This design comes from an exercise in tuning for small area on the open sky130 flow, not from production work.
Where RTL was checked, it was by simulation tests only, not by an equivalence proof against the original.
Power and IR drop assume default switching activity.

Design pe_array, start of the top module:
module pe_array(
  input  clk_i,
  input  rst_ni,
  input  clr_i,
  output clr_o,
  input  we_i,
  output we_o,
  input  [1:0] mode_i,
  input  [64-1:0] srca_word_i,
  output [64-1:0] srca_word_o,
  input  [8-1:0] srcb_i,
  output [64-1:0] wordp_o
);
==> flow/config.mk <==
export PLATFORM = sky130hd
export DESIGN_NAME = pe_array
export DESIGN_NICKNAME = pe_array
export VERILOG_FILES = /design/flow/design.v
export SDC_FILE = /design/flow/constraint.sdc
export NUM_CORES = 4
export LEC_CHECK = 0
export ABC_AREA = 0
export CAP_MARGIN = 20
export CORE_MARGIN = 2
export CORE_UTILIZATION = 75
export CTS_CLUSTER_DIAMETER = 70
export CTS_CLUSTER_SIZE = 20
export SLEW_MARGIN = 20
export SYNTH_HIERARCHICAL = 1
==> flow/constraint.sdc <==
create_clock -name core_clock -period 6.0 [get_ports {clk_i}]
set_input_delay 1.2000 -clock core_clock [delete_from_list [all_inputs] [get_ports {clk_i}]]
set_output_delay 1.2000 -clock core_clock [all_outputs]
set_load 0.01 [all_outputs]
standard.sh (not shown) runs the stock make flow with config.mk's settings and CLKGATE_MAP_FILE= SYNTH_SCRIPT=/design/flow/synth_recipe.tcl, a recipe that flattens the netlist after the stock synthesis.
==> flow/flow/run.sh <==
#!/bin/bash
# The standard layout (standard synthesis, floorplan, placement, CTS, routing)
# with one change in how the layout is made: the port buffers use the
# smallest buffer cell (the resizer still upsizes any that need it).
set -o pipefail
bash standard.sh "BUFFER_PORTS_ARGS=-buffer_cell sky130_fd_sc_hd__buf_1" finish > standard.log 2>&1
The baseline ran to the end with no violations.
==> next run, changes <==
GPL_TIMING_DRIVEN = 0   (was default)
The new run finished but fails on negative setup slack; count of clock-buffer cells in the layout came out higher by 2; critical path depth is lower by 1; power drops by about 1%; via count rose by 2.2%; design area went up by about 1%.

* * *

v15:
pe_array, a different RTL version from the one above (not shown whole).
Size: about 2800 cells after synthesis, roughly 350 flip-flops, roughly 210 I/O pins, roughly 28000 µm² of cells after synthesis.
## pe_array
module pe_array(
  input  clk_i,
  input  rst_ni,
  input  clr_i,
  output clr_o,
  input  we_i,
  output we_o,
  input  [1:0] mode_i,
  input  [64-1:0] srca_word_i,
  output [64-1:0] srca_word_o,
  input  [8-1:0] srcb_i,
  output [64-1:0] wordp_o
);
export LEC_CHECK = 0
export ABC_AREA = 1
export CAP_MARGIN = 20
export CORE_MARGIN = 2
export CORE_UTILIZATION = 60
export SLEW_MARGIN = 20
export SYNTH_HIERARCHICAL = 1
create_clock -name core_clock -period 6.0 [get_ports {clk_i}]
==> flow/flow/run.sh <==
#!/bin/bash
# The standard layout (standard synthesis, floorplan, placement, CTS, routing)
# with two changes in how the layout is made: the port buffers use the
# smallest buffer cell, and after global routing the resizer recovers area
# (downsizes cells) on paths with timing slack.
set -o pipefail
bash standard.sh "BUFFER_PORTS_ARGS=-buffer_cell sky130_fd_sc_hd__buf_1" RECOVER_POWER=100 finish > standard.log 2>&1
v15 completed end to end; final checks failed (capacitance limit, slew limit).
diff inputs: v15 => v47
# v15
export LEC_CHECK = 0
export ABC_AREA = 1
export CAP_MARGIN = 20
export CORE_MARGIN = 2
export CORE_UTILIZATION = 60
export SLEW_MARGIN = 20
export SYNTH_HIERARCHICAL = 1
create_clock -name core_clock -period 6.0 [get_ports {clk_i}]
# v47
export LEC_CHECK = 0
export ABC_AREA = 1
export CAP_MARGIN = 20
export CORE_MARGIN = 2
export CORE_UTILIZATION = 60
export CTS_CLUSTER_DIAMETER = 70
export CTS_CLUSTER_SIZE = 20
export SLEW_MARGIN = 20
export SYNTH_HIERARCHICAL = 1
create_clock -name core_clock -period 6.0 [get_ports {clk_i}]
==> flow/flow/run.sh <==
#!/bin/bash
# The standard layout (standard synthesis, floorplan, placement, CTS, routing)
# with one change in how the layout is made: the port buffers use the
# smallest buffer cell (the resizer still upsizes any that need it).
set -o pipefail
bash standard.sh "BUFFER_PORTS_ARGS=-buffer_cell sky130_fd_sc_hd__buf_1" finish > standard.log 2>&1
==> run summary <==
- v47 went all the way through the flow, and no timing, DRC or antenna check failed.
- v47 -> v15: number of cells upsized or downsized after cts delta 0, exact match
- Compared with v15, in v47 relative slew slack picked up an extra 170 points, wire length lost about 1%.
diff inputs: v47 => v29
# v47
export LEC_CHECK = 0
export ABC_AREA = 1
export CAP_MARGIN = 20
export CORE_MARGIN = 2
export CORE_UTILIZATION = 60
export CTS_CLUSTER_DIAMETER = 70
export CTS_CLUSTER_SIZE = 20
export SLEW_MARGIN = 20
export SYNTH_HIERARCHICAL = 1
create_clock -name core_clock -period 6.0 [get_ports {clk_i}]
# v29
export LEC_CHECK = 0
export ABC_AREA = 1
export CAP_MARGIN = 20
export CORE_MARGIN = 2
export CORE_UTILIZATION = 60
export CTS_CLUSTER_DIAMETER = 100
export CTS_CLUSTER_SIZE = 30
export SLEW_MARGIN = 20
export SYNTH_HIERARCHICAL = 1
create_clock -name core_clock -period 6.0 [get_ports {clk_i}]
==> flow/run.sh (new file) <==
#!/bin/bash
# synth_recipe.tcl (not shown) runs the flow's synth.tcl, then flattens the netlist and writes it again
# the make line also repeats each setting of config.mk as NAME=value (left out here)
make -C /OpenROAD-flow-scripts/flow DESIGN_CONFIG=/design/flow/config.mk WORK_HOME=/design/flow/orfs CLKGATE_MAP_FILE= SYNTH_SCRIPT=/design/flow/synth_recipe.tcl finish
removed: flow/flow/run.sh
removed: flow/standard.sh
==> run summary <==
Total power: v29 below v47. Sort v29 and v47 by final area, ascending, and v47 comes first. Maximum number of pins on one net before global-route repair of v29 falls short of that of v47 by more than 10%. Critical path arrival: v29 > v47.
Setup changes, v29 to v2
# v29
export LEC_CHECK = 0
export ABC_AREA = 1
export CAP_MARGIN = 20
export CORE_MARGIN = 2
export CORE_UTILIZATION = 60
export CTS_CLUSTER_DIAMETER = 100
export CTS_CLUSTER_SIZE = 30
export SLEW_MARGIN = 20
export SYNTH_HIERARCHICAL = 1
create_clock -name core_clock -period 6.0 [get_ports {clk_i}]
# v2
export LEC_CHECK = 0
export ABC_AREA = 1
export CAP_MARGIN = 20
export CORE_MARGIN = 2
export CORE_UTILIZATION = 40
export SLEW_MARGIN = 20
export SYNTH_HIERARCHICAL = 1
create_clock -name core_clock -period 6.0 [get_ports {clk_i}]
### Flow results
In summary, v29 completed successfully, with a layout that passed the timing, DRC and antenna checks. v2 ran to completion and came out clean on the timing, DRC and antenna checks. v2: final core area utilization lower than v29. Comparing v29 and v2, growth of design area from synthesis to finish is higher on v2. Of the two candidates, v29 has the better post-layout total power and v2 the worse one. Compared with v29, v2 shows a global-route usage over all layers that is 9.2 points lower. In the metrics for v29 and v2, the one carrying the lower cell area is v29.

* * *

pe_array with an RTL version that a note above also has.
Size: roughly 2500 cells after synthesis, roughly 410 flip-flops, about 210 I/O pins.
==> flow/config.mk <==
export PLATFORM = sky130hd
export DESIGN_NAME = pe_array
export DESIGN_NICKNAME = pe_array
export VERILOG_FILES = /design/flow/design.v
export SDC_FILE = /design/flow/constraint.sdc
export NUM_CORES = 4
export LEC_CHECK = 0
export ABC_AREA = 1
export CAP_MARGIN = 20
export CORE_MARGIN = 2
export CORE_UTILIZATION = 75
export CTS_CLUSTER_DIAMETER = 60
export CTS_CLUSTER_SIZE = 26
export SLEW_MARGIN = 20
export SYNTH_HIERARCHICAL = 1
==> flow/constraint.sdc <==
create_clock -name core_clock -period 6.0 [get_ports {clk_i}]
set_input_delay 1.2000 -clock core_clock [delete_from_list [all_inputs] [get_ports {clk_i}]]
set_output_delay 1.2000 -clock core_clock [all_outputs]
set_load 0.01 [all_outputs]
==> flow/flow/run.sh <==
#!/bin/bash
# The standard layout (standard synthesis, floorplan, placement, CTS, routing)
# with one change in how the layout is made: the port buffers use the
# smallest buffer cell (the resizer still upsizes any that need it).
set -o pipefail
bash standard.sh "BUFFER_PORTS_ARGS=-buffer_cell sky130_fd_sc_hd__buf_1" finish > standard.log 2>&1
Then changed:
==> flow/flow/run.sh (replaced) <==
#!/bin/bash
# The standard layout (standard synthesis, floorplan, placement, CTS, routing)
# with two changes in how the layout is made: the port buffers use the
# smallest buffer cell (the resizer still upsizes any that need it), and
# clock tree synthesis adds no dummy loads for balancing.
set -o pipefail
bash standard.sh "BUFFER_PORTS_ARGS=-buffer_cell sky130_fd_sc_hd__buf_1" \
  "CTS_ARGS=-sink_clustering_enable -repair_clock_nets -sink_clustering_size 20 -sink_clustering_max_diameter 70 -dont_use_dummy_load" \
  finish > standard.log 2>&1
Settings changed: ABC_AREA 1 to 0, CTS_CLUSTER_DIAMETER 60 to 70, CTS_CLUSTER_SIZE 26 to 20, SETUP_SLACK_MARGIN set to 0.1.
=> Sequential power grows by about 3%. Cell area shrinks by 4.0%. Via count shrinks by about 9%. Utilization shrinks by 1.3 points. Total power shrinks by 3.9%. Critical path depth shrinks by 2. Wire length shrinks by about 1.2%. Setup slack gains 0.071 ns.
Then changed:
==> flow/flow/run.sh (replaced) <==
#!/bin/bash
# The standard layout (standard synthesis, floorplan, placement, CTS, routing)
# with one change in how the layout is made: the port buffers use the
# smallest buffer cell (the resizer still upsizes any that need it).
set -o pipefail
bash standard.sh "BUFFER_PORTS_ARGS=-buffer_cell sky130_fd_sc_hd__buf_1" finish > standard.log 2>&1
Settings changed: SETUP_SLACK_MARGIN 0.1 to 0.2.
The new run finished with timing, DRC and antenna clean.
Via count goes up by 0.48%.
Final area goes up by 1.1%.
Global-route usage goes up by 0.47 points.
Cell count goes up by 1.3%.
Setup slack improved by 0.031 ns.
Synthesized cell count does not change.
Synthesized area is unchanged.
Die area stays the same.
Fmax goes up by 0.55%.
Wire length goes up by 1.2%.
Clock power goes up by about 10%.
Then changed:
Settings changed: SETUP_SLACK_MARGIN 0.2 to 0.1.
Total power falls by 0.62%.
Routed wire length went down by about 0.6%.
Hold slack is about the same.
Final area decreases by 0.47%.
Worst setup slack is worse by 0.039 ns.
First-iteration DRC count increases by about 2.2%.
Then changed:
Settings changed: ABC_AREA 0 to 1, CAP_MARGIN 20 to 0, SETUP_SLACK_MARGIN 0.1 to unset, SLEW_MARGIN 20 to 0.
The changed run went through all stages and came out clean.
Design area rises by a few percent.
Via count rises by roughly a tenth.
Global-route usage falls by 0.41 points.

* * *

pe_array with an RTL version that a note above also has.
Size: roughly 2800 cells after synthesis, roughly 350 flip-flops.
Design pe_array, start of the top module:
module pe_array(
  input  clk_i,
  input  rst_ni,
  input  clr_i,
  output clr_o,
  input  we_i,
  output we_o,
  input  [1:0] mode_i,
  input  [64-1:0] srca_word_i,
  output [64-1:0] srca_word_o,
  input  [8-1:0] srcb_i,
  output [64-1:0] wordp_o
);
export LEC_CHECK = 0
export ABC_AREA = 1
export CAP_MARGIN = 20
export CORE_MARGIN = 2
export CORE_UTILIZATION = 60
export CTS_BUF_LIST = sky130_fd_sc_hd__clkbuf_4
export SLEW_MARGIN = 20
export SYNTH_HIERARCHICAL = 1
create_clock -name core_clock -period 6.0 [get_ports {clk_i}]
run.sh (not shown) runs the stock make flow with config.mk's settings and CLKGATE_MAP_FILE= SYNTH_SCRIPT=/design/flow/synth_recipe.tcl, a recipe that flattens the netlist after the stock synthesis.
Stock flow here: none of the scripts above is used.
Change:
Settings changed: CTS_BUF_LIST sky130_fd_sc_hd__clkbuf_4 to unset, CTS_CLUSTER_DIAMETER set to 70, CTS_CLUSTER_SIZE set to 20.
Result: Power came out lower by about 1.8%. Setup slack improves by 6.2 ps. Count of clock-buffer cells in the layout came out lower by 106.

* * *

old:
Another version of the RTL of pe_array (not shown whole).
Size in the first run: roughly 2000 cells after synthesis, ~410 flip-flops, about 210 I/O pins.
==> flow/config.mk <==
export PLATFORM = sky130hd
export DESIGN_NAME = pe_array
export DESIGN_NICKNAME = pe_array
export VERILOG_FILES = /design/flow/design.v
export SDC_FILE = /design/flow/constraint.sdc
export NUM_CORES = 4
export LEC_CHECK = 0
export ABC_AREA = 0
export CAP_MARGIN = 20
export CORE_MARGIN = 2
export CORE_UTILIZATION = 75
export CTS_CLUSTER_DIAMETER = 70
export CTS_CLUSTER_SIZE = 20
export SETUP_SLACK_MARGIN = 0.1
export SLEW_MARGIN = 20
export SYNTH_HIERARCHICAL = 1
==> flow/constraint.sdc <==
create_clock -name core_clock -period 6.0 [get_ports {clk_i}]
set_input_delay 1.2000 -clock core_clock [delete_from_list [all_inputs] [get_ports {clk_i}]]
set_output_delay 1.2000 -clock core_clock [all_outputs]
set_load 0.01 [all_outputs]
standard.sh (not shown) runs the stock make flow with config.mk's settings and CLKGATE_MAP_FILE= SYNTH_SCRIPT=/design/flow/synth_recipe.tcl, a recipe that flattens the netlist after the stock synthesis.
==> flow/flow/run.sh <==
#!/bin/bash
# The standard layout (standard synthesis, floorplan, placement, CTS, routing)
# with one change in how the layout is made: the port buffers use the
# smallest buffer cell (the resizer still upsizes any that need it).
set -o pipefail
bash standard.sh "BUFFER_PORTS_ARGS=-buffer_cell sky130_fd_sc_hd__buf_1" finish > standard.log 2>&1
old reached the end of the flow, and the finished layout is clean on the timing, DRC and antenna checks.
Setup changes, old to new
==> flow/flow/run.sh <==
#!/bin/bash
# The standard layout (standard synthesis, floorplan, placement, CTS, routing)
# with two changes in how the layout is made: the port buffers use the
# smallest buffer cell (the resizer still upsizes any that need it), and
# clock tree synthesis adds no dummy loads for balancing.
set -o pipefail
bash standard.sh "BUFFER_PORTS_ARGS=-buffer_cell sky130_fd_sc_hd__buf_1" \
  "CTS_ARGS=-sink_clustering_enable -repair_clock_nets -sink_clustering_size 20 -sink_clustering_max_diameter 70 -dont_use_dummy_load" \
  finish > standard.log 2>&1
Notes after the runs:
Design area on new is ahead of old. old → new: antenna diode count flat; number of cells in the finished layout apart from fillers down 0.70%; hold violation count in the final report flat.
No functional check of the RTL was part of any run of this note.

* * *

Another version of the RTL of pe_array (not shown whole).
For scale: about 420 flip-flops, ~210 I/O pins, ~0.025 mm^2 of cells after synthesis.
Settings: LEC_CHECK=0, ABC_AREA=1, CAP_MARGIN=20, CORE_MARGIN=2, CORE_UTILIZATION=60, CTS_CLUSTER_DIAMETER=70, CTS_CLUSTER_SIZE=20, GPL_TIMING_DRIVEN=0, SLEW_MARGIN=20, SYNTH_HIERARCHICAL=1; clock period 6.0 ns.
==> flow/flow/run.sh <==
#!/bin/bash
# The standard layout (standard synthesis, floorplan, placement, CTS, routing)
# with one change in how the layout is made: the port buffers use the
# smallest buffer cell (the resizer still upsizes any that need it).
set -o pipefail
bash standard.sh "BUFFER_PORTS_ARGS=-buffer_cell sky130_fd_sc_hd__buf_1" finish > standard.log 2>&1
The first run passed the timing, DRC and antenna checks.
Next try:
GPL_TIMING_DRIVEN = not set   (was 0)
=>
- sequential power is about the same
- die area stays the same
- global-route usage rises by 0.15 points
- design area is about the same
- power fell by 1.6%
No functional check of the RTL was part of any run of this note.

* * *

Another version of the RTL of pe_array (not shown whole).
Size in the first run: about 410 flip-flops, ~24,000 µm² of cells after synthesis.
export LEC_CHECK = 0
export ABC_AREA = 1
export CAP_MARGIN = 20
export CORE_MARGIN = 2
export CORE_UTILIZATION = 60
export CTS_BUF_LIST = sky130_fd_sc_hd__clkbuf_8
export CTS_CLUSTER_DIAMETER = 50
export CTS_CLUSTER_SIZE = 12
export SLEW_MARGIN = 20
export SYNTH_HIERARCHICAL = 1
create_clock -name core_clock -period 6.0 [get_ports {clk_i}]
Scripts as last shown in full above: flow/flow/run.sh
Change:
Settings changed: CORE_UTILIZATION 60 to 75, CTS_BUF_LIST sky130_fd_sc_hd__clkbuf_8 to default, CTS_CLUSTER_DIAMETER 50 to 70, CTS_CLUSTER_SIZE 12 to 20.
Outcome: Total power grows slightly; die area drops by about a fifth; utilization came out higher by 16 points; design area goes down slightly; via count grows by a few percent; sequential share of layout area grows by 0.48 points; clock skew went down by 0.0040 ns.
Change:
Settings changed: CORE_UTILIZATION 75 to 60.
=> Sequential power falls by about 0.9%; wire length drops by 2.8%; global-route usage fell by 8.4 points.

[re-timing with driven ports]
No port has a modelled driver above. Below, the same layouts with a new extraction and two added sets of constraints. Step 1 sets driving cells, clkbuf_16 on the clock port and buf_2 on the other inputs (assumed; they add their load-dependent delay and slew). Step 2 times the ports against the registers' clock, not the clock port: input delays grow and output delays shrink by t, the midpoint of the rising clock arrivals with the driver on. Slacks: no drivers / after step 1 / after step 2; pairs: no drivers / after step 1.
| run | shift t [ns] | setup slack, ns | worst hold slack (ns) | slew at the worst register clock pin (ns) | pins driven straight from the clock port |
|---|---|---|---|---|---|
| the first run of note 1 | 0.628 | 0.065 / 0.065 / -0.366 | 0.350 / 0.350 / 0.350 | 0.09 / 0.09 | 1 |
| the second run of note 1 | 0.631 | -0.026 / -0.026 / -0.599 | 0.349 / 0.349 / 0.349 | 0.09 / 0.09 | 1 |
| v15 | 0.631 | 0.249 / 0.249 / 0.119 | 0.353 / 0.353 / 0.353 | 0.06 / 0.06 | 1 |
| v47 | 0.615 | 0.189 / 0.189 / 0.189 | 0.356 / 0.356 / 0.356 | 0.08 / 0.08 | 1 |
| v29 | 0.611 | 0.186 / 0.186 / 0.186 | 0.355 / 0.355 / 0.355 | 0.12 / 0.12 | 1 |
| v2 | 0.638 | 0.271 / 0.271 / 0.243 | 0.346 / 0.346 / 0.346 | 0.07 / 0.07 | 1 |
| the first run of note 3 | 0.639 | 0.225 / 0.225 / -0.333 | 0.346 / 0.346 / 0.346 | 0.10 / 0.10 | 1 |
| the second run of note 3 | 0.601 | 0.297 / 0.319 / -0.270 | 0.351 / 0.351 / 0.351 | 0.09 / 0.09 | 1 |
| the third run of note 3 | 0.619 | 0.328 / 0.328 / -0.251 | 0.353 / 0.353 / 0.353 | 0.09 / 0.09 | 1 |
| the fourth run of note 3 | 0.616 | 0.289 / 0.318 / -0.295 | 0.353 / 0.353 / 0.353 | 0.09 / 0.09 | 1 |
| the fifth run of note 3 | 0.621 | 0.244 / 0.244 / -0.322 | 0.352 / 0.352 / 0.352 | 0.09 / 0.09 | 1 |
| the first run of note 4 | 0.903 | 0.163 / 0.163 / 0.163 | 0.356 / 0.356 / 0.356 | 0.08 / 0.08 | 1 |
| the second run of note 4 | 0.652 | 0.170 / 0.170 / 0.170 | 0.358 / 0.358 / 0.358 | 0.08 / 0.08 | 1 |
| old | 0.616 | 0.161 / 0.161 / -0.379 | 0.352 / 0.352 / 0.352 | 0.09 / 0.09 | 1 |
| new | 0.607 | 0.144 / 0.144 / -0.379 | 0.325 / 0.325 / 0.325 | 0.09 / 0.09 | 1 |
| the first run of note 6 | 0.614 | 0.135 / 0.170 / -0.444 | 0.346 / 0.346 / 0.346 | 0.09 / 0.09 | 1 |
| the second run of note 6 | 0.661 | 0.214 / 0.245 / -0.416 | 0.343 / 0.343 / 0.343 | 0.09 / 0.09 | 1 |
| the first run of note 7 | 0.681 | 0.224 / 0.224 / -0.264 | 0.340 / 0.340 / 0.340 | 0.09 / 0.09 | 1 |
| the second run of note 7 | 0.632 | 0.225 / 0.225 / -0.304 | 0.353 / 0.353 / 0.353 | 0.09 / 0.09 | 1 |
| the third run of note 7 | 0.637 | 0.221 / 0.221 / -0.272 | 0.343 / 0.343 / 0.343 | 0.09 / 0.09 | 1 |
With both steps, setup timing fails in 13 of these runs, where it was met with ideal ports. For the second run of note 6, which loses most, drivers alone change the setup slack by +0.031 ns; drivers and shift together by -0.630 ns.
